What follows belongs to an exercise in optimizing a design on an open flow for small area; a production flow would make more cautious choices. Only simulation tests tie the RTL to the original design; equivalence was not proved. In runs 3 to 5 the design's own scripts or RTL, not TritonCTS, make the clock network. No driver is modelled on the clock port, so clock power and skew are understated where the tree is cut down; a real chip needs a root buffer or a tree. Power and IR drop assume default switching activity.

**flow/standard.sh**
```bash
#!/bin/bash
# synth_recipe.tcl (not shown) runs the flow's synth.tcl, then flattens the netlist and writes it again
# the make line also repeats each setting of config.mk as NAME=value (left out here)
make -C /OpenROAD-flow-scripts/flow DESIGN_CONFIG=/design/flow/config.mk WORK_HOME=/design/flow/orfs CLKGATE_MAP_FILE= SYNTH_SCRIPT=/design/flow/synth_recipe.tcl "${@:-finish}"
```
**flow/flow/run.sh**
```bash
#!/bin/bash
# Own flow: the standard synthesis, its combinational logic re-mapped with a deeper ABC script
# (registers untouched), then the standard ORFS layout with lighter clock tree and port buffers.
set -euo pipefail
W=$PWD
R=$W/orfs/results/$FLOW_PLATFORM/digital_loc/base
bash standard.sh synth > $W/std_synth.log 2>&1
cp $R/1_2_yosys.v $W/1_2_yosys_standard.v
if python3 $W/flow/resynth.py $W/1_2_yosys_standard.v $W/1_2_yosys_resynth.v $W > $W/resynth.log 2>&1; then
  cp $W/1_2_yosys_resynth.v $R/1_2_yosys.v
  rm -f $R/1_synth.odb $R/1_synth.sdc
else
  echo "resynthesis failed, keeping the standard netlist" >> $W/resynth.log
fi
export BUFFER_PORTS_ARGS="-buffer_cell sky130_fd_sc_hd__buf_1"
export CTS_ARGS="-sink_clustering_enable -repair_clock_nets -dont_use_dummy_load -buf_list sky130_fd_sc_hd__clkbuf_8 -root_buf sky130_fd_sc_hd__clkbuf_8 -sink_clustering_size 90 -sink_clustering_max_diameter 500"
bash standard.sh finish > $W/std_finish.log 2>&1
```
**flow/config.mk**
```make
export PLATFORM = sky130hd
export DESIGN_NAME = digital_loc
export DESIGN_NICKNAME = digital_loc
export VERILOG_FILES = /design/flow/design.v
export SDC_FILE = /design/flow/constraint.sdc
export NUM_CORES = 4
export LEC_CHECK = 0
export CAP_MARGIN = 20
export CORE_MARGIN = 2
export CORE_UTILIZATION = 40
export SLEW_MARGIN = 20
```
**flow/flow/resynth.ys.in**
```
read_liberty -ignore_miss_func @LIB@
read_verilog @IN@
hierarchy -top @TOP@
setattr -mod -set keep_hierarchy 1 sky130_fd_sc_hd__df*
flatten
rename -hide w:*.*
opt_clean -purge
abc -liberty @LIB@ @DONTUSE@ -script +strash;&get,-n;&deepsyn,-T,@T@;&put;dch,-f;amap;topo
opt_clean -purge
hilomap -singleton -hicell sky130_fd_sc_hd__conb_1 HI -locell sky130_fd_sc_hd__conb_1 LO
splitnets
opt_clean -purge
insbuf -buf sky130_fd_sc_hd__buf_1 A X
opt_clean -purge
tee -o @STAT@ stat -liberty @LIB@
write_verilog -noattr -noexpr -nohex -nodec @OUT@
```
**flow/flow/resynth.py**
```python
"""Re-map the combinational logic of the standard synthesis netlist with a deeper ABC script.
Registers (instances, names, cell types) are kept as the standard synthesis made them."""
import os, re, subprocess, sys

src, dst, work = sys.argv[1], sys.argv[2], sys.argv[3]
plat = os.environ.get("FLOW_PLATFORM", "sky130hd")
flow_home = os.environ["FLOW_HOME"]
lib = f"{flow_home}/platforms/{plat}/lib/sky130_fd_sc_hd__tt_025C_1v80.lib"
cfg = open(f"{flow_home}/platforms/{plat}/config.mk").read()
m = re.search(r"DONT_USE_CELLS \+= \\\n((?:.*\\\n)*.*\n)", cfg)
dont = re.findall(r"sky130_fd_sc_hd__\w+", m.group(1)) if m else []
tmp = os.path.join(work, "resynth_out.v")
ys = open(os.path.join(os.path.dirname(__file__), "resynth.ys.in")).read()
ys = (ys.replace("@LIB@", lib).replace("@IN@", src).replace("@TOP@", os.environ.get("FLOW_TOP", "digital_loc"))
        .replace("@DONTUSE@", " ".join("-dont_use " + c for c in dont))
        .replace("@T@", os.environ.get("RESYNTH_T", "60"))
        .replace("@STAT@", os.path.join(work, "resynth_stat.txt")).replace("@OUT@", tmp))
open(os.path.join(work, "resynth.ys"), "w").write(ys)
with open(os.path.join(work, "resynth_yosys.log"), "w") as log:
    subprocess.run(["yosys", "-s", os.path.join(work, "resynth.ys")], stdout=log, stderr=subprocess.STDOUT, check=True)

text = open(tmp).read()
# keep only the top module (the register cells were kept as modules for flattening)
mods = re.split(r"(?=^module )", text, flags=re.M)
top = [x for x in mods if x.startswith("module " + os.environ.get("FLOW_TOP", "digital_loc") + "(")]
assert len(top) == 1
out = top[0]
out = out[: out.index("endmodule") + len("endmodule")] + "\n"

def regs(t):
    return sorted(re.findall(r"^\s*(sky130_fd_sc_hd__df\w+)\s+(\S+)\s*\(", t, flags=re.M))

a, b = regs(open(src).read()), regs(out)
assert a == b and len(a) > 0, "registers changed"
assert "assign" not in out, "assign left in netlist"
open(dst, "w").write(out)
print(f"resynth ok: {len(a)} registers kept")
```
**flow/constraint.sdc**
```tcl
create_clock -name core_clock -period 10.0 [get_ports {clk}]
set_input_delay 2.0000 -clock core_clock [delete_from_list [all_inputs] [get_ports {clk}]]
set_output_delay 2.0000 -clock core_clock [all_outputs]
set_load 0.01 [all_outputs]
```
**flow/design.v**
```verilog
`timescale 1ns / 1ps
module keyedge(
	input clk,
	input rst,
	input en,
	input in,
	output z
	);
	reg [2:0] s;
	assign z = s[1] && !s[0];
	always @(posedge clk or negedge rst)
		if (!rst)
			s <= 3'b000;
		else if (en) begin
			s[0] <= in && !s[2];
			s[1] <= s[0] && (in || (s[2] && s[1]));
			s[2] <= in && (s[2] || (s[1] && s[0]));
		end
endmodule
module digital_loc(
    input key_a,
    input key_b,
    input key_c,
    input key_d,
    input reset,
	 input clk,
    output [6:0] postion_state,
	 output  [3:0] x,
	 output [1:0] Led2,
	 output reg [3:0] selector,
	 output reg dot,
	 output S_CLK,
	 output LR_CLK,
	 output M_CLK,
	 output reg Sin
    );
	reg [5:0] r;
	reg [4:0] q;
	wire [4:0] gm = r[4:0] + {q[3:0], 1'b0} + {q[0], 4'b0};    
	wire tick = r[0] && (gm[2:1] == 2'b11);
	wire [1:0] kk = gm[4:3];
	wire r49 = r[5] && r[4] && r[0];           
	wire second = (q == 5'd31) && r49;          
	always @(posedge clk or negedge reset)
		if (!reset) begin
			r <= 6'd4;
			q <= 5'd0;
		end else if (r49) begin
			r <= 6'd0;
			q <= q + 5'd1;
		end else
			r <= r + 6'd1;
	wire ka, kb, kc, kd;
	keyedge ea(clk, reset, tick, key_a, ka);
	keyedge eb(clk, reset, tick, key_b, kb);
	keyedge ec(clk, reset, tick, key_c, kc);
	keyedge ed(clk, reset, tick, key_d, kd);
	reg [3:0] state;
	assign x = state;
	localparam S_CLOCK = 4'd1, S_PAUSE = 4'd10;
	wire adjust = (state != S_CLOCK) && (state != S_PAUSE);
	wire condition = (state == 4'd6) || (state == 4'd7) || (state == 4'd8) || (state == 4'd9);
	always @(posedge clk or negedge reset)
		if (!reset)
			state <= S_CLOCK;
		else if (tick && (ka || kb)) begin
			case (state)
				S_CLOCK: state <= ka ? 4'd2 : S_PAUSE;
				S_PAUSE: state <= kb ? S_CLOCK : S_PAUSE;
				4'd2, 4'd3, 4'd4, 4'd5, 4'd6, 4'd7, 4'd8:
				         state <= ka ? state + 4'd1 : S_CLOCK;
				4'd9:    state <= ka ? 4'd2 : S_CLOCK;
				default: state <= 4'd15;
			endcase
		end
	reg [3:0] min2, min1, H2;
	reg [2:0] H1;
	reg [3:0] A_min2, A_H2;
	reg [2:0] A_min1;
	reg [1:0] A_H1;
	reg [5:0] sec;
	reg alarm;
	reg [3:0] O_min2, O_H2;
	reg [2:0] O_min1;
	reg [1:0] O_H1;
	assign Led2 = {alarm, alarm};
	function [3:0] step;
		input [3:0] v;
		input [3:0] top;
		input down;
		begin
			if (down)
				step = (v == 4'd0) ? top : v - 4'd1;
			else
				step = (v == top) ? 4'd0 : v + 4'd1;
		end
	endfunction
	wire edit = kc || kd;
	wire down = adjust && kd;
	wire c0 = (min2 == 4'd9);                      
	wire c1 = c0 && (min1 == 4'd5);                
	wire h23 = (H1 == 3'd2) && (H2 == 4'd3);       
	wire c2 = c1 && (H2 == 4'd9);                  
	reg [2:0] idx;
	reg [3:0] ev, etop;
	always @(*) begin
		if (adjust)
			idx = state[2:0] - 3'd2;
		else
			idx = !c0 ? 3'd0 : !c1 ? 3'd1 : !c2 ? 3'd2 : 3'd3;
		case (idx)
			3'd0: ev = min2;
			3'd1: ev = min1;
			3'd2: ev = H2;
			3'd3: ev = {1'b0, H1};
			3'd4: ev = A_min2;
			3'd5: ev = {1'b0, A_min1};
			3'd6: ev = A_H2;
			default: ev = {2'b0, A_H1};
		endcase
		case (idx)
			3'd1, 3'd5: etop = 4'd5;
			3'd3: etop = adjust ? 4'd2 : 4'd7;
			3'd7: etop = 4'd2;
			default: etop = 4'd9;
		endcase
	end
	wire [3:0] es = step(ev, etop, down);
	always @(posedge clk or negedge reset)
		if (!reset) begin
			min2 <= 0; min1 <= 0; H1 <= 0; H2 <= 0; sec <= 0;
			A_min2 <= 0; A_min1 <= 0; A_H1 <= 0; A_H2 <= 0;
			alarm <= 0; dot <= 0;
		end else if (tick || second) begin
			if (second) begin
				dot <= !dot;
				if (state == S_PAUSE)
					dot <= 0;
				else if (alarm) begin
					alarm <= 0; sec <= 6'd1;
					H1 <= {1'b0, O_H1}; H2 <= O_H2; min1 <= {1'b0, O_min1}; min2 <= O_min2;
				end else begin
					if (sec[5] && sec[4] && sec[3] && sec[1] && sec[0]) begin    
						sec <= 0;
						min2 <= c0 ? 4'd0 : es;
						if (c0) min1 <= c1 ? 4'd0 : es;
						if (c1) begin
							H2 <= (h23 || c2) ? 4'd0 : es;
							if (h23) H1 <= 3'd0;
							else if (c2) H1 <= es[2:0];
						end
					end else
						sec <= sec + 6'd1;
					if (H1 == {1'b0, A_H1} && H2 == A_H2 && min1 == {1'b0, A_min1} &&
					    min2 == A_min2 && sec == 6'd0) begin
						alarm <= 1;
						min2 <= 4'd15; min1 <= 4'd15; H2 <= 4'd15; H1 <= 3'd7;
					end
				end
			end
			if (adjust) begin
				dot <= 0;
				min2 <= min2; min1 <= min1; H1 <= H1; H2 <= H2;
				if (edit)
					case (state)
						4'd2: min2 <= es;
						4'd3: min1 <= es;
						4'd4: H2 <= es;
						4'd5: H1 <= es[2:0];
						4'd6: A_min2 <= es;
						4'd7: A_min1 <= es[2:0];
						4'd8: A_H2 <= es;
						4'd9: A_H1 <= es[1:0];
						default: ;
					endcase
			end
		end
	always @(posedge clk or negedge reset)
		if (!reset) begin
			O_min2 <= 0; O_min1 <= 0; O_H2 <= 0; O_H1 <= 0;
		end else if (!alarm) begin
			O_min2 <= A_min2; O_min1 <= A_min1; O_H2 <= A_H2; O_H1 <= A_H1;
		end
	reg [3:0] v;
	always @(*) begin
		case ({condition, kk})
			3'b000: v = min2;
			3'b001: v = min1;
			3'b010: v = H2;
			3'b011: v = {1'b0, H1};
			3'b100: v = A_min2;
			3'b101: v = {1'b0, A_min1};
			3'b110: v = A_H2;
			default: v = {2'b0, A_H1};
		endcase
		case (kk)
			2'd0: selector = 4'b1110;
			2'd1: selector = 4'b1101;
			2'd2: selector = 4'b1011;
			default: selector = 4'b0111;
		endcase
	end
	reg [6:0] seg;
	always @(*) begin
		case (v)
			4'd0: seg = 7'b0000001;
			4'd1: seg = 7'b1001111;
			4'd2: seg = 7'b0010010;
			4'd3: seg = 7'b0000110;
			4'd4: seg = 7'b1001100;
			4'd5: seg = 7'b0100100;
			4'd6: seg = 7'b0100000;
			4'd7: seg = 7'b0001111;
			4'd8: seg = 7'b0000000;
			4'd9: seg = 7'b0000100;
			4'd10: seg = (kk == 2'd0) ? 7'b0001000 : (kk == 2'd1) ? 7'b1110000 : 7'b0010000;
			4'd15: seg = (kk == 2'd0) ? 7'b1101010 : (kk == 2'd1) ? 7'b0001000 : 7'b1110001;
			default: seg = 7'b1111111;
		endcase
		if (kk == 2'd3)
			case (v[2:0])
				3'd3: seg = 7'b0100100;
				3'd4, 3'd5, 3'd6: seg = 7'b1111111;
				3'd7: seg = 7'b0001000;
				default: ;
			endcase
	end
	assign postion_state = seg;
	reg [2:0] mi;
	reg mo;
	assign M_CLK = mo;
	assign S_CLK = alarm && (r >= 6'd25);
	assign LR_CLK = alarm && q[4];
	wire [15:0] data = 16'b1101101101101110;
	always @(posedge clk or negedge reset)
		if (!reset) begin
			mi <= 0; mo <= 0; Sin <= 0;
		end else if (!alarm) begin
			mi <= 0; mo <= 0; Sin <= 0;
		end else begin
			if (mi == 3'd5) begin
				mi <= 0; mo <= !mo;
			end else
				mi <= mi + 3'd1;
			if (r == 6'd24)
				Sin <= data[q[3:0]];
		end
endmodule
```
==> impl_metrics.toml, run 1 <==
[timing]
hold_viol_final = 0
hold_ws_ps = 445.8
layout_min_cycle_time_ps = 7370
skew_ps = 18.29
rsz0062_at_grt = "no"
fin_setup_tns_ps = 0
setup_viol = 0
tightest_slew_ps = 1142
relSlewSlack_pct = 23.51
drv_slew = 0
fmax_mhz = 135.7
setup_slack_ps = 2630
post-route-period-util_pct = 73.70

[floorplan]
io_pins = 28
dieWidth_um = 110.2
dieArea_mm2 = 0.01215
fp.dieH_um = 110.2
start_util_pct = 41.26
placementRows = 38
core-area_mm2 = 0.01094

[grt]
grt_usage_pct = 24.34
grt_pass1_vias = 4227
grt_max_degree = 82
antenna_found_initial = 0
grt.overflow.total = 0
grt_pass1_wl_um = 22400

[routing]
postRouteAntennaNets = 0
wl_per_cell_um = 18.23
post-route-drc-count = 0
drt_pass1_iterations = 5
drt_wl_total_um = 13750
vias_per_cell = 5.993
drt_iter0_markers = 524
vias = 4519

[cts]
cts_tree = "built"
cts_resized = 0
cts-root-buf = "clkbuf_8"
cts_buffer_depth = 2
cts_made_buffers = 9
clkTransAtPathRegs_ps = 70
postCtsSetupBuffers = 0
clock_sinks = 81
worstSkewPairLatency_ps = 360
htreeDepth = 3
cts_hold_buf = 0

[critical_path]
crit_top_cell = "nor2_1"
crit_path_end_kind = "output port"
worstPathRequired_ps = 8000
r2r_slack_ps = 4170
critPathMaxFanout = 14
reg2regPathDepth = 18
arrival_ps = 5370
path_cells = "nor2_1 > clkinv_1 > nor2_1 > a31oi_1 > clkinv_1 > o221ai_1 > o21ai_0 > nor4_1 > o21ai_0 > nor2_1 > nand2_1 > o32ai_1 > nor2_1 > o32a_1 > nor2_1 > nor2_1 > a311oi_1 > buf_1"
critPathKind = "reg -> out"
startpoint_type = "flop"
timing.rr.end = "min2[3]$_DFFE_PN0P_"
crit_path_top_delay_cell = "a31oi_1"
slowest_delay_ps = 840
r2r_start = "state[2]$_DFFE_PN0P_"

[cells_and_area]
drive_gt1_share_pct = 2.932
finalInstanceArea_mm2 = 0.004940
synthToLayoutAreaGrowth_pct = 9.484
utilization_pct = 45.17
antenna_cells = 0
fillCellCount = 1122
nets = 622

[power_and_ir_drop]
peakVddDrop_mv = 0.1907
leakage_nw = 1.944
power.density_mw_per_mm2 = 229.8

[hold_path]
worstHoldStart = "mi[0]$_DFF_PN0_"
min_to = "mi[0]$_DFF_PN0_"
hp-class = "reg -> reg"
hold_depth = 1

[place]
hpwl_um = 10170
place_area_mm2 = 0.004812
gp_congestion = 1.006
preCtsSetupSlack_ps = 3195
io_buffers = 27

[logic_synthesis]
syn_avg_cell_area_um2 = 7.779
yosysWarnings = 2
synthCells = 580
synth_area_mm2 = 0.004512
syn_nets = 586

[flow_run]
maxCapViolCount = 0

[outcome]
status = "complete, no violations"
critical path: cells and delay by family, from the launching register on:
family / cells / cell delay [ps]
buf+inv: 3 / 900
compound gates: 7 / 2250
simple gates: 8 / 1270
flops: 1 / 610
per-layer routing:
layer / track usage [%] / wire, um / share of wire, % / vias to the layer above
met2: 36.85 / 6145 / 45 / 186
met3: 3.762 / 797 / 5.8 / 36
met1: 34.41 / 6366 / 46 / 2142
met5: 0 / 0 / 0 / -
li1: - / - / - / 2155
met4: 10.80 / 435 / 3.2 / 0
cell type report:
class / instances / area [um^2] / area share (%)
clock buffers: 9 / 123.9 / 2.508
inverters: 82 / 307.8 / 6.231
multi-input cells: 411 / 2165 / 43.82
flip-flops and latches: 81 / 2029 / 41.08
well taps: 140 / 175.2 / 3.546
repair buffers: 31 / 138.9 / 2.812
stage by stage:
stage	cells	total power [W]
after detailed placement	745	0.0009351
after floorplan	580	0.0007500
after global routing	754	0.001215
after global placement	745	0.0009342
final	754	0.001135
after CTS	754	0.001122
worst max path at each step:
stage	from	end	slack [ps]	cells after the start
final	state[2]$_DFFE_PN0P_	postion_state[1]	2630	18
after global routing	state[2]$_DFFE_PN0P_	postion_state[1]	2110	18
after CTS	state[2]$_DFFE_PN0P_	postion_state[1]	2770	18
after detailed placement	state[2]$_DFFE_PN0P_	postion_state[1]	3190	18
after global placement	state[2]$_DFFE_PN0P_	postion_state[1]	3530	18
after floorplan	state[2]$_DFFE_PN0P_	postion_state[1]	3970	17
state kept, by name (all words and copies together), names as in the netlist, 4 cells and up:
| register | flops |
|---|---|
| q | 5 |
| H2 | 4 |
| sec | 6 |
| r | 6 |
| O_min2 | 4 |
| A_min2 | 4 |
| state | 4 |
| A_H2 | 4 |
| min1 | 4 |
| min2 | 4 |
| O_H2 | 4 |
power breakdown:
part | internal, W | leakage [nW] | switching (W)
Sequential | 0.000358 | 1.08 | 0.0000451
Combinational | 0.000161 | 0.796 | 0.000384
Clock | 0.0000805 | 0.0647 | 0.000106
layout by cell type (no fill, tap or decap), types with 10 or more instances in the layout:
cell type and instances:
o22ai_1 31, clkinv_1 82, dfrtp_1 79, a21oi_1 46
o21ai_0 52, nor3_1 29, nand3_1 10, nor2_1 115
nand2_1 38, buf_1 26
==> inputs of run 2 (changes only) <==
--- a/flow/config.mk
+++ b/flow/config.mk
@@ -6,6 +6,6 @@
 export NUM_CORES = 4
 export LEC_CHECK = 0
-export CAP_MARGIN = 20
+export CAP_MARGIN = 0
 export CORE_MARGIN = 2
 export CORE_UTILIZATION = 40
-export SLEW_MARGIN = 20
+export SLEW_MARGIN = 0
==> run 2 against run 1 <==
Still clean. Synthesized cell count unchanged. Clock power about the same. Design area about the same. Setup slack worse by 65 ps. Fmax down 0.87%. First-iteration DRC count up 10%. Via count up 0.53%. Global-route usage unchanged. Clock-buffer cell count unchanged. Register-to-register slack worse by 40 ps. Synthesized area unchanged. Sequential power about the same. Largest cell class unchanged. Largest power group unchanged.
==> impl_metrics.toml, run 2 <==
[cts]
cts-root-buf = "clkbuf_8"
worstSkewPairLatency_ps = 360
htreeDepth = 3
clkTransAtPathRegs_ps = 70
cts_resized = 0
cts_made_buffers = 9
clock_sinks = 81
cts_buffer_depth = 2
cts_hold_buf = 0
postCtsSetupBuffers = 0
cts_tree = "built"

[grt]
grt_pass1_vias = 4227
grt_pass1_wl_um = 22400
antenna_found_initial = 0
grt.overflow.total = 0
grt_max_degree = 82
grt_usage_pct = 24.34

[cells_and_area]
synthToLayoutAreaGrowth_pct = 9.401
reg.largest.list = "r x6, sec x6, q x5"
final_cell_mix = "nor2_1 (115), clkinv_1 (82), dfrtp_1 (79)"
drive_gt1_share_pct = 2.932
final_common_cell = "nor2_1"
nets = 622
antenna_cells = 0

[floorplan]
dieArea_mm2 = 0.01215
start_util_pct = 41.26
fp.dieH_um = 110.2
dieWidth_um = 110.2
io_pins = 28
placementRows = 38
core-area_mm2 = 0.01094

[routing]
vias = 4543
drt_pass1_iterations = 6
post-route-drc-count = 0
drt_wl_total_um = 13720
drt_iter0_markers = 577
postRouteAntennaNets = 0
vias_per_cell = 6.025
wl_per_cell_um = 18.20

[timing]
setup_slack_ps = 2565
skew_ps = 18.61
drv_slew = 0
fmax_mhz = 134.5
fin_setup_tns_ps = 0
hold_viol_final = 0
post-route-period-util_pct = 74.35
relSlewSlack_pct = 23.85
layout_min_cycle_time_ps = 7435
rsz0062_at_grt = "no"
tightest_slew_ps = 1137
setup_viol = 0

[outcome]
status = "complete, no violations"

[place]
gp_congestion = 1.006
preCtsSetupSlack_ps = 3195
hpwl_um = 10170
io_buffers = 27

[logic_synthesis]
syn_avg_cell_area_um2 = 7.779
yosysWarnings = 2
syn_nets = 586
synth_area_mm2 = 0.004512
synthCells = 580

[power_and_ir_drop]
power.density_mw_per_mm2 = 229.8
peakVddDrop_mv = 0.1905
leakage_nw = 1.943

[critical_path]
critPathMaxFanout = 14
startpoint_type = "flop"
arrival_ps = 5440
critPathKind = "reg -> out"
worstPathRequired_ps = 8000
crit_path_end_kind = "output port"

[hold_path]
hp-class = "reg -> reg"

[flow_run]
maxCapViolCount = 0
[run 2: power breakdown]
group	switching (W)	leakage, nW	internal [W]
sequential	0.0000446	1.08	0.000358
combinational	0.000384	0.795	0.000161
clock	0.000106	0.0647	0.0000805
total	0.000535	1.94	0.000600
[run 2: path summary, 6_finish.rpt]
kind,from,end,slack [ps],cells past startpoint
worst max-delay path,state[2]$_DFFE_PN0P_,postion_state[1],2560,18
worst min-delay path,mi[0]$_DFF_PN0_,mi[0]$_DFF_PN0_,450,1
worst max register to register,state[2]$_DFFE_PN0P_,min2[3]$_DFFE_PN0P_,4130,18
worst min register to register,mi[0]$_DFF_PN0_,mi[0]$_DFF_PN0_,450,1
max in group asynchronous,reset,O_min2[0]$_DFFE_PN0N_,7400,2
min in group asynchronous,reset,eb.s[0]$_DFFE_PN0P_,1900,2
[run 2: layout make-up]
type / instances / area [um^2]
clock buffer: 9 / 123.9
fill: 1120 / 6000
inverter: 82 / 307.8
multi-input combinational: 411 / 2165
sequential: 81 / 2029
tap: 140 / 175.2
timing repair buffer: 31 / 135.1
[run 2: routing by layer]
layer	vias up	global-route usage, %	share of wire, %	wire, um
li1	2159	-	-	-
met1	2161	34.41	47	6442
met2	185	36.85	44	6053
met3	38	3.762	5.7	784
met4	0	10.80	3.2	441
met5	-	0	0	0
[run 2: stage by stage]
step | cell area [um^2] | utilization (%) | instances | hold slack, ps | power [W]
after floorplan | 4512 | - | 580 | 421.0 | 0.0007500
after global placement | 4812 | 44.00 | 745 | 433.1 | 0.0009342
after detailed placement | 4812 | 44.00 | 745 | 437.9 | 0.0009351
after CTS | 4936 | 45.14 | 754 | 447.9 | 0.001122
after global routing | 4936 | 45.14 | 754 | 457.2 | 0.001215
final | 4936 | 45.14 | 754 | 445.8 | 0.001134
[run 2: critical path, stage by stage, from the launching register on]
cell and delay [ps]:
dfrtp_1 610, nor2_1 190, clkinv_1 140, nor2_1 80
a31oi_1 840, clkinv_1 610, o221ai_1 370, o21ai_0 130
nor4_1 250, o21ai_0 250, nor2_1 360, nand2_1 100
o32ai_1 220, nor2_1 120, o32a_1 220, nor2_1 150
nor2_1 50, a311oi_1 230, buf_1 180
==> inputs of run 3 (changes only) <==
--- a/flow/flow/run.sh
+++ b/flow/flow/run.sh
@@ -1,5 +1,6 @@
 #!/bin/bash
 # Own flow: the standard synthesis, its combinational logic re-mapped with a deeper ABC script
-# (registers untouched), then the standard ORFS layout with lighter clock tree and port buffers.
+# (registers untouched), the standard placement, a small two-level clock tree (clock_tree.tcl),
+# then the standard ORFS routing and finishing. Each tool writes its own log here.
 set -euo pipefail
 W=$PWD
@@ -15,3 +16,19 @@
 export BUFFER_PORTS_ARGS="-buffer_cell sky130_fd_sc_hd__buf_1"
 export CTS_ARGS="-sink_clustering_enable -repair_clock_nets -dont_use_dummy_load -buf_list sky130_fd_sc_hd__clkbuf_8 -root_buf sky130_fd_sc_hd__clkbuf_8 -sink_clustering_size 90 -sink_clustering_max_diameter 500"
+bash standard.sh place > $W/std_place.log 2>&1
+# Small clock tree; kept only if its worst register clock-pin slew is well inside the limit,
+# otherwise the standard CTS step runs.
+if PLATFORM_DIR=$FLOW_HOME/platforms/$FLOW_PLATFORM IN_ODB=$R/3_place.odb IN_SDC=$R/3_place.sdc \
+   CLK_PORT=clk CLK_LEAVES=7 CLK_LEAF_BUF=sky130_fd_sc_hd__clkbuf_8 CLK_ROOT_BUF=sky130_fd_sc_hd__clkbuf_4 \
+   OUT_ODB=$W/cts_manual.odb OUT_SDC=$W/cts_manual.sdc \
+   openroad -no_init -exit $W/flow/clock_tree.tcl > $W/clock_tree.log 2>&1; then
+  slew=$(grep -o 'RESULT max clock pin slew: [0-9.e-]*' $W/clock_tree.log | awk '{print $NF}')
+  if python3 -c "import sys; sys.exit(0 if float('$slew') <= 0.110 else 1)"; then
+    cp $W/cts_manual.odb $R/4_1_cts.odb
+    cp $W/cts_manual.sdc $R/4_cts.sdc
+    echo "manual clock tree kept (slew $slew)" >> $W/clock_tree.log
+  else
+    echo "manual clock tree slew $slew too high, standard CTS runs" >> $W/clock_tree.log
+  fi
+fi
 bash standard.sh finish > $W/std_finish.log 2>&1
==> flow/flow/clock_tree.tcl (new file) <==
# Small two-level clock tree: the register clock pins are split into N groups by
# position (k-means); each group gets a leaf clock buffer at its centre, and one
# root buffer at the centre of the leaves is the only load of the clock port.
set plat $::env(PLATFORM_DIR)
read_liberty $plat/lib/sky130_fd_sc_hd__tt_025C_1v80.lib
read_db $::env(IN_ODB)
read_sdc $::env(IN_SDC)
source $plat/setRC.tcl
set db [ord::get_db]
set block [ord::get_db_block]
set clknet [$block findNet $::env(CLK_PORT)]
set N $::env(CLK_LEAVES)
set leafm [$db findMaster $::env(CLK_LEAF_BUF)]
set rootm [$db findMaster $::env(CLK_ROOT_BUF)]
set sinks {}
set pts {}
foreach it [$clknet getITerms] {
  lappend sinks $it
  set loc [[$it getInst] getLocation]
  lappend pts [list [lindex $loc 0] [lindex $loc 1]]
}
set ns [llength $sinks]
puts "clock sinks: $ns"
# k-means, seeded by sorting on x+y
set order [lsort -integer -indices [lmap p $pts {expr {[lindex $p 0] + [lindex $p 1]}}]]
set cents {}
for {set k 0} {$k < $N} {incr k} {
  set p [lindex $pts [lindex $order [expr {int(($k + 0.5) * $ns / $N)}]]]
  lappend cents $p
}
for {set iter 0} {$iter < 50} {incr iter} {
  set assign {}
  foreach p $pts {
    set best 0; set bd 1e18
    for {set k 0} {$k < $N} {incr k} {
      set c [lindex $cents $k]
      set d [expr {abs([lindex $p 0] - [lindex $c 0]) + abs([lindex $p 1] - [lindex $c 1])}]
      if {$d < $bd} { set bd $d; set best $k }
    }
    lappend assign $best
  }
  set nc {}
  for {set k 0} {$k < $N} {incr k} {
    set sx 0; set sy 0; set n 0
    foreach p $pts a $assign { if {$a == $k} { set sx [expr {$sx + [lindex $p 0]}]; set sy [expr {$sy + [lindex $p 1]}]; incr n } }
    if {$n > 0} { lappend nc [list [expr {int($sx / $n)}] [expr {int($sy / $n)}]] } else { lappend nc [lindex $cents $k] }
  }
  set cents $nc
}
set root [odb::dbInst_create $block $rootm clkroot_buf]
set rnet [odb::dbNet_create $block clknet_root]
$rnet setSigType CLOCK
foreach it $sinks { $it disconnect }
[$root findITerm A] connect $clknet
[$root findITerm X] connect $rnet
set rx 0; set ry 0
for {set k 0} {$k < $N} {incr k} {
  set c [lindex $cents $k]
  set leaf [odb::dbInst_create $block $leafm clkleaf_buf_$k]
  set lnet [odb::dbNet_create $block clknet_leaf_$k]
  $lnet setSigType CLOCK
  [$leaf findITerm A] connect $rnet
  [$leaf findITerm X] connect $lnet
  $leaf setLocation [lindex $c 0] [lindex $c 1]
  $leaf setPlacementStatus PLACED
  set rx [expr {$rx + [lindex $c 0]}]; set ry [expr {$ry + [lindex $c 1]}]
  set cnt 0
  foreach it $sinks a $assign { if {$a == $k} { $it connect $lnet; incr cnt } }
  puts "leaf $k: $cnt sinks at $c"
}
$root setLocation [expr {int($rx / $N)}] [expr {int($ry / $N)}]
$root setPlacementStatus PLACED
global_connect
detailed_placement
check_placement
set_propagated_clock [all_clocks]
estimate_parasitics -placement
report_clock_skew
report_worst_slack -min
report_worst_slack -max
set mx 0
foreach p [get_pins -hierarchical */CLK] {
  foreach k {slew_max_rise slew_max_fall} { set v [get_property $p $k]; if {$v > $mx} {set mx $v} }
}
puts "RESULT max clock pin slew: $mx"
if {[info exists ::env(OUT_ODB)]} { write_db $::env(OUT_ODB); write_sdc $::env(OUT_SDC) }
--- a/flow/config.mk
+++ b/flow/config.mk
@@ -6,6 +6,6 @@
 export NUM_CORES = 4
 export LEC_CHECK = 0
-export CAP_MARGIN = 0
+export CAP_MARGIN = 20
 export CORE_MARGIN = 2
 export CORE_UTILIZATION = 40
-export SLEW_MARGIN = 0
+export SLEW_MARGIN = 20
==> run 3 against run 2 <==
Hold slack gained 3.9 ps. Setup slack gained 460 ps. Via count shrank 0.77%. Die area is the same. Global-route usage shrank 1.1 points. Clock skew grew 14 ps. Fmax grew 6.6%. Total power shrank 1.2%. First-iteration DRC count grew 4.9%. Sequential power is essentially flat. Synthesized cell count is the same. Combinational power is essentially flat.
==> impl_metrics.toml, run 3 <==
[cells_and_area]
fillCellCount = 1116
drive_gt1_share_pct = 2.932
reg.largest.list = "r x6, sec x6, q x5"
final_cell_mix = "nor2_1 (115), clkinv_1 (82), dfrtp_1 (79)"
nets = 622
antenna_cells = 0
multiInputGateArea_mm2 = 0.002165
synthToLayoutAreaGrowth_pct = 9.151
utilization_pct = 45.03
register_area_mm2 = 0.002029
final_common_cell = "nor2_1"

[flow_run]
maxCapViolCount = 0

[floorplan]
start_util_pct = 41.26
placementRows = 38
io_pins = 28
dieWidth_um = 110.2
fp.dieH_um = 110.2
core-area_mm2 = 0.01094
dieArea_mm2 = 0.01215

[hold_path]
hp-class = "reg -> reg"
hold_depth = 1

[timing]
tightest_slew_ps = 988.3
setup_viol = 0
hold_viol_final = 0
setup_slack_ps = 3028
fmax_mhz = 143.4
layout_min_cycle_time_ps = 6972
skew_ps = 32.16
drv_slew = 0
rsz0062_at_grt = "no"
fin_setup_tns_ps = 0
post-route-period-util_pct = 69.72
relSlewSlack_pct = 32.41

[power_and_ir_drop]
comb_power_share_pct = 48.6
power_frac_clock_pct = 15.5
seqPwrFrac_pct = 35.9
p_int_w = 0.0005871
peakVddDrop_mv = 0.1900
p_sw_share_pct = 47.61
leakage_nw = 1.938
p_switching_w = 0.0005336
power.density_mw_per_mm2 = 227.6

[place]
gp_congestion = 1.006
preCtsSetupSlack_ps = 3195
io_buffers = 27
hpwl_um = 10170

[logic_synthesis]
syn_nets = 586
yosysWarnings = 2
synth_area_mm2 = 0.004512
synthCells = 580
syn_avg_cell_area_um2 = 7.779

[grt]
grt_pass1_vias = 4226
grt_usage_pct = 23.24
grt_pass1_wl_um = 22340
grt.overflow.total = 0
grt_max_degree = 82
antenna_found_initial = 0

[routing]
drt_iter0_markers = 605
drt_wl_total_um = 13630
wl_per_cell_um = 18.08
drt_pass1_iterations = 5
vias = 4508
postRouteAntennaNets = 0
post-route-drc-count = 0
vias_per_cell = 5.979

[critical_path]
crit_path_end_kind = "output port"
critPathMaxFanout = 6
worstPathRequired_ps = 8000
startpoint_type = "flop"
reg2regPathDepth = 20
arrival_ps = 4970
critPathKind = "reg -> out"

[cts]
worstSkewPairLatency_ps = 480
clkTransAtPathRegs_ps = 100

[outcome]
status = "complete, no violations"
==> run 3: area by class of cell <==
type	instances	area share, %
inverter	82	6.250
multi-input combinational	411	43.95
sequential	81	41.21
tap	140	3.557
buffer	8	2.109
timing repair buffer	32	2.922
==> run 3: worst max-delay path, cell delays in order (launching register included) <==
cell      delay, ps
dfstp_2         580
clkinv_1        120
o22ai_1         190
o21ai_0         190
nor2_1          200
a21oi_1          80
a21oi_1         290
nor2b_1         360
nand2_1         140
o22ai_1         130
a311oi_1        100
o21a_1          160
o21ai_0         130
clkinv_1        200
nor2_1          350
nand2_1         100
o32ai_1         220
nor2_1          120
o32a_1          210
nor2_1          150
nor2_1           50
a311oi_1        230
buf_1           180
==> run 3: metal layers <==
layer	up-vias	part of all wire (%)	GRT usage, %
li1	2158	-	-
met1	2124	46	33.93
met3	39	6.4	2.234
met5	-	0	0
met4	0	3.8	7.143
met2	187	44	36.50
==> run 3: stage by stage <==
stage	hold WS [ps]	instances	cell area [um^2]	power [W]
2_1_floorplan	421.0	580	4512	0.0007500
6_report	449.7	754	4925	0.001121
3_3_place_gp	433.1	745	4812	0.0009342
3_5_place_dp	437.9	745	4812	0.0009351
5_1_grt	460.0	754	4925	0.001201
==> run 3: power groups by stage <==
stage	clock network (W)	registers [W]	logic, W
2_1_floorplan	0	0.000391	0.000359
3_3_place_gp	0	0.000407	0.000527
3_5_place_dp	0	0.000408	0.000527
5_1_grt	0.000190	0.000408	0.000604
6_report	0.000173	0.000403	0.000545
==> run 3: path summary, 6_finish.rpt <==
kind	startpoint	to	slack, ps
max	r[2]$_DFF_PN1_	postion_state[1]	3030
min	mi[0]$_DFF_PN0_	mi[0]$_DFF_PN0_	450
max reg2reg	state[0]$_DFFE_PN1P_	min2[3]$_DFFE_PN0P_	4350
min reg2reg	mi[0]$_DFF_PN0_	mi[0]$_DFF_PN0_	450
max in group asynchronous	reset	O_min1[2]$_DFFE_PN0N_	7800
min in group asynchronous	reset	eb.s[0]$_DFFE_PN0P_	1670
==> inputs of run 4 (changes only) <==
==> flow/flow/resynth.py (replaced) <==
"""Re-map the combinational logic of the standard synthesis netlist with a deeper ABC script.
Registers (instances, names, cell types) are kept as the standard synthesis made them.
Several ABC random seeds run in parallel; the smallest netlist is kept."""
import os, re, subprocess, sys

src, dst, work = sys.argv[1], sys.argv[2], sys.argv[3]
plat = os.environ.get("FLOW_PLATFORM", "sky130hd")
top_name = os.environ.get("FLOW_TOP", "digital_loc")
flow_home = os.environ["FLOW_HOME"]
lib = f"{flow_home}/platforms/{plat}/lib/sky130_fd_sc_hd__tt_025C_1v80.lib"
cfg = open(f"{flow_home}/platforms/{plat}/config.mk").read()
m = re.search(r"DONT_USE_CELLS \+= \\\n((?:.*\\\n)*.*\n)", cfg)
dont = re.findall(r"sky130_fd_sc_hd__\w+", m.group(1)) if m else []
template = open(os.path.join(os.path.dirname(os.path.abspath(__file__)), "resynth.ys.in")).read()
seeds = [0, 3, 7, 11][: max(1, int(os.environ.get("NUM_CORES", "4")))]

def regs(t):
    return sorted(re.findall(r"^\s*(sky130_fd_sc_hd__df\w+)\s+(\S+)\s*\(", t, flags=re.M))

procs = []
for s in seeds:
    tag = f"s{s}"
    script = f"strash;&get,-n;&deepsyn,-I,2,-T,120,-S,{s};&put;dch,-f;amap;topo"
    ys = (template.replace("@LIB@", lib).replace("@IN@", src).replace("@TOP@", top_name)
          .replace("@DONTUSE@", " ".join("-dont_use " + c for c in dont))
          .replace("@SCRIPT@", script)
          .replace("@STAT@", os.path.join(work, f"resynth_stat_{tag}.txt"))
          .replace("@OUT@", os.path.join(work, f"resynth_out_{tag}.v")))
    open(os.path.join(work, f"resynth_{tag}.ys"), "w").write(ys)
    log = open(os.path.join(work, f"resynth_yosys_{tag}.log"), "w")
    procs.append((tag, subprocess.Popen(["yosys", "-s", os.path.join(work, f"resynth_{tag}.ys")],
                                        stdout=log, stderr=subprocess.STDOUT)))

ref = regs(open(src).read())
best = None
for tag, p in procs:
    if p.wait() != 0:
        print(f"{tag}: yosys failed")
        continue
    text = open(os.path.join(work, f"resynth_out_{tag}.v")).read()
    mods = re.split(r"(?=^module )", text, flags=re.M)
    top = [x for x in mods if x.startswith("module " + top_name + "(")]
    if len(top) != 1:
        print(f"{tag}: no top module")
        continue
    out = top[0]
    out = out[: out.index("endmodule") + len("endmodule")] + "\n"
    if regs(out) != ref or not ref or "assign" in out:
        print(f"{tag}: registers changed or assign left")
        continue
    st = open(os.path.join(work, f"resynth_stat_{tag}.txt")).read()
    area = float(re.search(r"Chip area for (?:top )?module '\\\S+': ([\d.]+)", st).group(1))
    print(f"{tag}: area {area}")
    if best is None or area < best[0]:
        best = (area, tag, out)
assert best is not None, "no resynthesis result"
open(dst, "w").write(best[2])
print(f"resynth ok: kept {best[1]} (area {best[0]}), {len(ref)} registers kept")
--- a/flow/flow/resynth.ys.in
+++ b/flow/flow/resynth.ys.in
@@ -6,5 +6,5 @@
 rename -hide w:*.*
 opt_clean -purge
-abc -liberty @LIB@ @DONTUSE@ -script +strash;&get,-n;&deepsyn,-T,@T@;&put;dch,-f;amap;topo
+abc -liberty @LIB@ @DONTUSE@ -script +@SCRIPT@
 opt_clean -purge
 hilomap -singleton -hicell sky130_fd_sc_hd__conb_1 HI -locell sky130_fd_sc_hd__conb_1 LO
--- a/flow/config.mk
+++ b/flow/config.mk
@@ -6,6 +6,6 @@
 export NUM_CORES = 4
 export LEC_CHECK = 0
-export CAP_MARGIN = 20
+export CAP_MARGIN = 0
 export CORE_MARGIN = 2
 export CORE_UTILIZATION = 40
-export SLEW_MARGIN = 20
+export SLEW_MARGIN = 0
==> run 4 against run 3 <==
Wire length fell by 0.81%. Die area fell by 0.99%. Via count down 3.2%. Cell count fell by 1.2%. Combinational power down 32%. First-iteration DRC count fell by 39%. Design area is 1.2% lower. Critical path type unchanged. Highest routed layer unchanged.
==> impl_metrics.toml, run 4 <==
[outcome]
status = "complete, no violations"

[critical_path]
crit_path_end_kind = "output port"
r2r_slack_ps = 3810
arrival_ps = 5310
timing.rr.end = "H1[2]$_DFFE_PN0P_"
critPathKind = "reg -> out"
reg2regPathDepth = 19
r2r_start = "state[0]$_DFFE_PN1P_"
worstPathRequired_ps = 8000
critPathMaxFanout = 5
startpoint_type = "flop"

[routing]
drt_iter0_markers = 370
postRouteAntennaNets = 0
drt_wl_total_um = 13520
vias_per_cell = 5.858
vias = 4364
wl_per_cell_um = 18.15
drt_pass1_iterations = 5
post-route-drc-count = 0

[timing]
post-route-period-util_pct = 73.10
layout_min_cycle_time_ps = 7310
skew_ps = 25.60
hold_viol_final = 0
setup_slack_ps = 2690
drv_slew = 0
fmax_mhz = 136.8
relSlewSlack_pct = 15.49
tightest_slew_ps = 1262
fin_setup_tns_ps = 0
setup_viol = 0
rsz0062_at_grt = "no"

[power_and_ir_drop]
peakVddDrop_mv = 0.1132
leakage_nw = 1.947
finalPower_w = 0.0009194
power.density_mw_per_mm2 = 189.0

[place]
io_buffers = 27
preCtsSetupSlack_ps = 3311
gp_congestion = 0.9378
hpwl_um = 10170

[cells_and_area]
fillCellCount = 1128
final_cell_mix = "nor2_1 (109), clkinv_1 (85), dfrtp_1 (79)"
utilization_pct = 44.67
drive_gt1_share_pct = 2.645
synthToLayoutAreaGrowth_pct = 8.910
final_common_cell = "nor2_1"
antenna_cells = 0
nets = 613
reg.largest.list = "r x6, sec x6, q x5"

[grt]
grt.overflow.total = 0
grt_max_degree = 82
grt_pass1_wl_um = 21720
antenna_found_initial = 0
grt_pass1_vias = 4225
grt_usage_pct = 22.92

[floorplan]
core-area_mm2 = 0.01089
fp.dieH_um = 109.7
placementRows = 38
dieWidth_um = 109.7
start_util_pct = 41.01
io_pins = 28
dieArea_mm2 = 0.01203

[cts]
clkTransAtPathRegs_ps = 80
worstSkewPairLatency_ps = 460

[logic_synthesis]
yosysWarnings = 2
syn_nets = 578
syn_avg_cell_area_um2 = 7.807
synth_area_mm2 = 0.004466
synthCells = 572

[flow_run]
maxCapViolCount = 0

[hold_path]
min_to = "mi[0]$_DFF_PN0_"
worstHoldStart = "mi[0]$_DFF_PN0_"
hp-class = "reg -> reg"
hold_depth = 1
## run 4: worst max-delay path: stages (launching register included)
cell      delay [ps]
dfstp_2          570
clkinv_1         120
o22ai_1          240
o21ai_0          200
nor2_1           200
a21oi_1           80
a21oi_1          240
clkinv_1         120
nor2_1           200
clkinv_1         210
a221oi_1         270
nor2_1            80
o21ai_0          140
a31oi_1          120
nor2_1           300
o32ai_1          180
a21oi_1          270
nand2_1          140
a31oi_1          250
clkinv_1         120
o21ai_0          310
a21o_1           150
nor2_1            40
a31oi_1          140
buf_1            170
## run 4: power breakdown
group	switching, W	total, W	leakage (nW)	internal (W)
Sequential	0.0000274	0.000378	1.08	0.000351
Clock	0.000104	0.000170	0.0549	0.0000665
Combinational	0.000259	0.000371	0.812	0.000112
## run 4: area by class of cell
cell class	count	area [um^2]	area share, %
sequential	81	2029	41.73
tap	140	175.2	3.602
inverter	85	319.1	6.560
timing repair buffer	31	135.1	2.779
multi-input combinational	400	2101	43.20
buffer	8	103.9	2.135
## run 4: through the flow
step,instance area (um^2),std cells,hold slack [ps]
2_1_floorplan,4466,572,426.4
3_3_place_gp,4760,737,445.1
3_5_place_dp,4760,737,443.5
5_1_grt,4863,745,491.8
6_report,4863,745,453.4
## run 4: how the worst max path moves through the flow
stage	endpoint	slack, ps	depth (start not counted)	start
floorplan	postion_state[4]	3170	19	state[2]$_DFFE_PN0P_
global placement	postion_state[5]	3510	21	state[2]$_DFFE_PN0P_
detailed placement	postion_state[5]	3310	24	r[2]$_DFF_PN1_
global route	postion_state[5]	2140	24	r[2]$_DFF_PN1_
finish	postion_state[5]	2690	24	r[2]$_DFF_PN1_
## run 4: per-layer routing
layer	part of all wire, %	track usage [%]
met3	5.7	2.312
met4	3.0	6.872
met1	46	31.59
met5	0	0
met2	45	38.14
==> inputs of run 5 (changes only) <==
--- a/flow/flow/resynth.py
+++ b/flow/flow/resynth.py
@@ -13,5 +13,6 @@
 dont = re.findall(r"sky130_fd_sc_hd__\w+", m.group(1)) if m else []
 template = open(os.path.join(os.path.dirname(os.path.abspath(__file__)), "resynth.ys.in")).read()
-seeds = [0, 3, 7, 11][: max(1, int(os.environ.get("NUM_CORES", "4")))]
+seeds = [0, 3, 7, 11, 13, 17, 19, 23]
+ncores = max(1, int(os.environ.get("NUM_CORES", "4")))
 
 def regs(t):
@@ -19,5 +20,7 @@
 
 procs = []
-for s in seeds:
+for i, s in enumerate(seeds):
+    if i >= ncores:
+        procs[i - ncores][1].wait()
     tag = f"s{s}"
     script = f"strash;&get,-n;&deepsyn,-I,2,-T,120,-S,{s};&put;dch,-f;amap;topo"
==> run 5 against run 4 <==
Critical endpoint unchanged. Still clean. Critical path type unchanged. Total power stayed put. Hold slack did not move. Sequential cell count stayed put. Die area unchanged. Cell count did not move.
==> impl_metrics.toml, run 5 <==
[routing]
wl_per_cell_um = 18.15
post-route-drc-count = 0
drt_wl_total_um = 13520
vias_per_cell = 5.858
drt_iter0_markers = 370
postRouteAntennaNets = 0
drt_pass1_iterations = 5
vias = 4364

[cells_and_area]
finalInstanceArea_mm2 = 0.004863
synthToLayoutAreaGrowth_pct = 8.910
drive_gt1_share_pct = 2.645
reg.largest.list = "r x6, sec x6, q x5"
fillCellCount = 1128
final_common_cell = "nor2_1"
antenna_cells = 0
final_cell_mix = "nor2_1 (109), clkinv_1 (85), dfrtp_1 (79)"
nets = 613
final_cells = 745

[floorplan]
dieArea_mm2 = 0.01203
core-area_mm2 = 0.01089
io_pins = 28
fp.dieH_um = 109.7
dieWidth_um = 109.7
start_util_pct = 41.01
placementRows = 38

[grt]
grt_pass1_vias = 4225
grt.overflow.total = 0
grt_usage_pct = 22.92
grt_pass1_wl_um = 21720
grt_max_degree = 82
antenna_found_initial = 0

[flow_run]
maxCapViolCount = 0

[outcome]
status = "complete, no violations"

[power_and_ir_drop]
power.density_mw_per_mm2 = 189.0
finalPower_w = 0.0009194
leakage_nw = 1.947
peakVddDrop_mv = 0.1132

[place]
place_area_mm2 = 0.004760
gp_congestion = 0.9378
dp.cells = 737
io_buffers = 27
hpwl_um = 10170

[timing]
setup_viol = 0
hold_viol_final = 0
post-route-period-util_pct = 73.10
rsz0062_at_grt = "no"
layout_min_cycle_time_ps = 7310
fin_setup_tns_ps = 0
tightest_slew_ps = 1262
relSlewSlack_pct = 15.49
fmax_mhz = 136.8
skew_ps = 25.60
drv_slew = 0

[hold_path]
hold_depth = 1
worstHoldStart = "mi[0]$_DFF_PN0_"
hp-class = "reg -> reg"
min_to = "mi[0]$_DFF_PN0_"

[cts]
clkTransAtPathRegs_ps = 80
worstSkewPairLatency_ps = 460

[critical_path]
critPathKind = "reg -> out"
timing.rr.end = "H1[2]$_DFFE_PN0P_"
worstPathRequired_ps = 8000
startpoint_type = "flop"
crit_path_end_kind = "output port"
reg2regPathDepth = 19
r2r_start = "state[0]$_DFFE_PN1P_"
critPathMaxFanout = 5
arrival_ps = 5310
r2r_slack_ps = 3810

[logic_synthesis]
syn_avg_cell_area_um2 = 7.807
syn_nets = 578
yosysWarnings = 2
synth_area_mm2 = 0.004466
synthCells = 572
-- run 5: worst max-delay path by stage --
stage	from	to	slack [ps]	cells past startpoint
floorplan	state[2]$_DFFE_PN0P_	postion_state[4]	3170	19
global placement	state[2]$_DFFE_PN0P_	postion_state[5]	3510	21
global route	r[2]$_DFF_PN1_	postion_state[5]	2140	24
finish	r[2]$_DFF_PN1_	postion_state[5]	2690	24
detailed placement	r[2]$_DFF_PN1_	postion_state[5]	3310	24
-- run 5: routing by layer --
layer  vias up  GRT usage, %  part of all wire [%]
met1      2095         31.59                    46
li1       2093             -                     -
met3        28         2.312                   5.7
met4         0         6.872                   3.0
met2       148         38.14                    45
met5         -             0                     0
-- run 5: where the power goes --
part           total [W]  leakage (nW)  internal [W]  switching [W]
Sequential      0.000378          1.08      0.000351      0.0000274
Clock           0.000170        0.0549     0.0000665       0.000104
Combinational   0.000371         0.812      0.000112       0.000259
-- run 5: final cells by class --
class,count,area (um^2),area share [%]
Timing Repair Buffer,31,135.1,2.779
Multi-Input combinational cell,400,2101,43.20
Tap cell,140,175.2,3.602
Inverter,85,319.1,6.560
Buffer,8,103.9,2.135
Sequential cell,81,2029,41.73
-- run 5: metrics by stage --
stage	setup slack [ps]	hold WS, ps	util (%)
after detailed placement	3311	443.5	43.71
final	2690	453.4	44.67
after global placement	3506	445.1	43.71
after global routing	2135	491.8	44.67
after floorplan	3169	426.4	-
-- run 5: worst max-delay path: stages (launching register included) --
cell and delay [ps]:
dfstp_2 570, clkinv_1 120, o22ai_1 240, o21ai_0 200
nor2_1 200, a21oi_1 80, a21oi_1 240, clkinv_1 120
nor2_1 200, clkinv_1 210, a221oi_1 270, nor2_1 80
o21ai_0 140, a31oi_1 120, nor2_1 300, o32ai_1 180
a21oi_1 270, nand2_1 140, a31oi_1 250, clkinv_1 120
o21ai_0 310, a21o_1 150, nor2_1 40, a31oi_1 140
buf_1 170
==> inputs of run 6 (changes only) <==
--- a/flow/design.v
+++ b/flow/design.v
@@ -59,18 +59,22 @@
 	assign x = state;
 	localparam S_CLOCK = 4'd1, S_PAUSE = 4'd10;
-	wire adjust = (state != S_CLOCK) && (state != S_PAUSE);
-	wire condition = (state == 4'd6) || (state == 4'd7) || (state == 4'd8) || (state == 4'd9);
+	wire is_pause = state[3] && state[1];
+	wire is_clock = !state[3] && !state[2] && !state[1];
+	wire adjust = !is_pause && !is_clock;
+	wire condition = (state[2] && state[1]) || (state[3] && !state[1]);    
 	always @(posedge clk or negedge reset)
 		if (!reset)
 			state <= S_CLOCK;
 		else if (tick && (ka || kb)) begin
-			case (state)
-				S_CLOCK: state <= ka ? 4'd2 : S_PAUSE;
-				S_PAUSE: state <= kb ? S_CLOCK : S_PAUSE;
-				4'd2, 4'd3, 4'd4, 4'd5, 4'd6, 4'd7, 4'd8:
-				         state <= ka ? state + 4'd1 : S_CLOCK;
-				4'd9:    state <= ka ? 4'd2 : S_CLOCK;
-				default: state <= 4'd15;
-			endcase
+			if (is_clock)
+				state <= ka ? 4'd2 : S_PAUSE;
+			else if (is_pause)
+				state <= kb ? S_CLOCK : S_PAUSE;
+			else if (!ka)
+				state <= S_CLOCK;
+			else if (state[3] && state[0])
+				state <= 4'd2;
+			else
+				state <= state + 4'd1;
 		end
 	reg [3:0] min2, min1, H2;
@@ -135,5 +139,5 @@
 			if (second) begin
 				dot <= !dot;
-				if (state == S_PAUSE)
+				if (is_pause)
 					dot <= 0;
 				else if (alarm) begin
@@ -163,14 +167,13 @@
 				min2 <= min2; min1 <= min1; H1 <= H1; H2 <= H2;
 				if (edit)
-					case (state)
-						4'd2: min2 <= es;
-						4'd3: min1 <= es;
-						4'd4: H2 <= es;
-						4'd5: H1 <= es[2:0];
-						4'd6: A_min2 <= es;
-						4'd7: A_min1 <= es[2:0];
-						4'd8: A_H2 <= es;
-						4'd9: A_H1 <= es[1:0];
-						default: ;
+					case (idx)
+						3'd0: min2 <= es;
+						3'd1: min1 <= es;
+						3'd2: H2 <= es;
+						3'd3: H1 <= es[2:0];
+						3'd4: A_min2 <= es;
+						3'd5: A_min1 <= es[2:0];
+						3'd6: A_H2 <= es;
+						default: A_H1 <= es[1:0];
 					endcase
 			end
--- a/flow/flow/resynth.py
+++ b/flow/flow/resynth.py
@@ -13,6 +13,5 @@
 dont = re.findall(r"sky130_fd_sc_hd__\w+", m.group(1)) if m else []
 template = open(os.path.join(os.path.dirname(os.path.abspath(__file__)), "resynth.ys.in")).read()
-seeds = [0, 3, 7, 11, 13, 17, 19, 23]
-ncores = max(1, int(os.environ.get("NUM_CORES", "4")))
+seeds = [0, 3, 7, 11][: max(1, int(os.environ.get("NUM_CORES", "4")))]
 
 def regs(t):
@@ -20,7 +19,5 @@
 
 procs = []
-for i, s in enumerate(seeds):
-    if i >= ncores:
-        procs[i - ncores][1].wait()
+for s in seeds:
     tag = f"s{s}"
     script = f"strash;&get,-n;&deepsyn,-I,2,-T,120,-S,{s};&put;dch,-f;amap;topo"
==> run 6 against run 5 <==
Cell count decreased by 1.6%. First-iteration DRC count increased by 21%. Combinational power decreased by 5%. Largest power group unchanged. Sequential cell count unchanged. Still clean. Largest cell class is now registers. Fmax increased by 2.1%.
==> impl_metrics.toml, run 6 <==
[outcome]
status = "complete, no violations"

[timing]
relSlewSlack_pct = 30.58
rsz0062_at_grt = "no"
fmax_mhz = 139.6
tightest_slew_ps = 1041
post-route-period-util_pct = 71.62
drv_slew = 0
fin_setup_tns_ps = 0
skew_ps = 18.10
layout_min_cycle_time_ps = 7162
setup_viol = 0
hold_viol_final = 0

[cells_and_area]
final_common_cell = "nor2_1"
nets = 601
antenna_cells = 0
final_cells = 733
reg.largest.list = "r x6, sec x6, q x5"
drive_gt1_share_pct = 2.867
synthToLayoutAreaGrowth_pct = 9.607
final_cell_mix = "nor2_1 (101), clkinv_1 (88), dfrtp_1 (79)"

[cts]
cts_hold_buf = 0
postCtsSetupBuffers = 0
htreeDepth = 3
cts_buffer_depth = 2
cts_tree = "built"
cts_resized = 0
worstSkewPairLatency_ps = 360
clkTransAtPathRegs_ps = 80
cts-root-buf = "clkbuf_8"
clock_sinks = 81
cts_made_buffers = 9

[grt]
grt_usage_pct = 23.43
grt_pass1_vias = 4001
grt_pass1_wl_um = 21160
grt_use_met1_pct = 31.71
grt_max_degree = 82
grt.overflow.total = 0
grt_util_met3_pct = 6.455
antenna_found_initial = 0
met2_usage_pct = 36.03
grt_busiest_layer = "met2"

[floorplan]
start_util_pct = 40.67
placementRows = 38
dieWidth_um = 108.8
dieArea_mm2 = 0.01183
fp.dieH_um = 108.8
core-area_mm2 = 0.01079
io_pins = 28

[critical_path]
startpoint_type = "flop"
arrival_ps = 5160
critPathMaxFanout = 5
critPathKind = "reg -> out"
crit_path_end_kind = "output port"
worstPathRequired_ps = 8000

[logic_synthesis]
synthCells = 558
syn_avg_cell_area_um2 = 7.866
yosysWarnings = 2
syn_nets = 564
synth_area_mm2 = 0.004389

[routing]
vias_per_cell = 5.866
drt_iter0_markers = 447
drt_pass1_iterations = 5
post-route-drc-count = 0
vias = 4300
drt_wl_total_um = 12760
wl_per_cell_um = 17.41
postRouteAntennaNets = 0

[place]
gp_congestion = 1.006
io_buffers = 27
dp.cells = 724
hpwl_um = 9543

[power_and_ir_drop]
peakVddDrop_mv = 0.06001
leakage_nw = 1.922
power.density_mw_per_mm2 = 190.8

[hold_path]
hp-class = "reg -> reg"

[flow_run]
maxCapViolCount = 0
run 6: path summary, 6_finish.rpt:
kind                            slack, ps            startpoint  cells past startpoint                     to
worst min register to register        450       mi[0]$_DFF_PN0_                      1        mi[0]$_DFF_PN0_
max in group asynchronous            7390                 reset                      2  O_min1[1]$_DFFE_PN0N_
worst max register to register       4350  state[1]$_DFFE_PN0P_                     19      H1[2]$_DFFE_PN0P_
min in group asynchronous            1930                 reset                      2    O_H1[0]$_DFFE_PN0N_
worst min-delay path                  450       mi[0]$_DFF_PN0_                      1        mi[0]$_DFF_PN0_
worst max-delay path                 2840        r[2]$_DFF_PN1_                     24       postion_state[3]
run 6: stage by stage:
stage	utilization, %	hold WS, ps	setup slack [ps]	total power (W)	area [um^2]
6_report	44.57	453.0	2838	0.0009178	4811
5_1_grt	44.57	471.1	2264	0.0009759	4811
4_1_cts	44.57	453.5	2837	0.0009128	4811
3_5_place_dp	43.43	443.2	3279	0.0007236	4687
3_3_place_gp	43.43	433.0	3657	0.0007226	4687
2_1_floorplan	-	421.0	3426	0.0006111	4389
run 6: power breakdown:
part	switching, W	internal, W
Combinational	0.000250	0.000103
Clock	0.000108	0.0000805
Sequential	0.0000273	0.000348
run 6: layer usage:
layer  vias up  share of wire (%)
met2       169                 46
met4         0                2.7
met1      2030                 45
met3        28                7.0
li1       2073                  -
met5         -                  0
run 6: final cells by class:
cell class	count	area, um^2
Inverter	88	330.3
Multi-Input combinational cell	384	2017
Sequential cell	81	2029
Timing Repair Buffer	31	135.1
Clock buffer	9	123.9
Fill cell	1094	5982
Tap cell	140	175.2
run 6: critical path, cell delays in order, from the launching register on:
cell and delay, ps:
dfstp_2 570, clkinv_1 120, o22ai_1 200, o21ai_0 190, and2_0 190, nor2_1 130, o21ai_0 170, or2_0 360
a221oi_1 400, nor2_1 80, o21ai_0 120, a31oi_1 140, nand2_1 140, nand2b_1 60, a22oi_1 220, o21ai_0 110
o311ai_0 130, o21ai_0 260, a22oi_1 250, o21ai_0 180, nand3_1 120, o21ai_0 120, o32ai_1 210, o32ai_1 140
buf_1 150

[port drivers added, routing unchanged]
How much do the figures lean on ideal ports? The routed layouts below were timed once more, with nothing changed but the port constraints. Step 1 sets driving cells, clkbuf_16 on the clock port and buf_2 on the other inputs (assumed; they add their load-dependent delay and slew). Step 2 adds t to the input delays and takes it off the output delays; t is the mean of the earliest and latest rising clock arrival at the registers after step 1. Input paths then give back, and output paths get back, about the clock's delay inside the block. a / b / c = no drivers / after step 1 / after step 2; a / b = the first two.
| run | t (ns) | slack for setup (ns) | hold slack, ns | worst setup path after step 2 | worst register clock-pin slew, ns |
|---|---|---|---|---|---|
| run 1 | 0.388 | 2.630 / 2.596 / 2.984 | 0.446 / 0.446 / 0.446 | register to output | 0.08 / 0.08 |
| run 2 | 0.388 | 2.565 / 2.531 / 2.919 | 0.446 / 0.446 / 0.446 | register to output | 0.08 / 0.08 |
| run 3 | 0.492 | 3.028 / 2.998 / 3.491 | 0.450 / 0.450 / 0.450 | register to output | 0.10 / 0.10 |
| run 4 | 0.482 | 2.690 / 2.660 / 3.142 | 0.453 / 0.453 / 0.453 | register to output | 0.09 / 0.09 |
| run 5 | 0.482 | 2.690 / 2.660 / 3.142 | 0.453 / 0.453 / 0.453 | register to output | 0.09 / 0.09 |
| run 6 | 0.388 | 2.838 / 2.805 / 3.193 | 0.453 / 0.453 / 0.453 | register to output | 0.08 / 0.08 |
After both steps setup and hold are still met in every run listed.
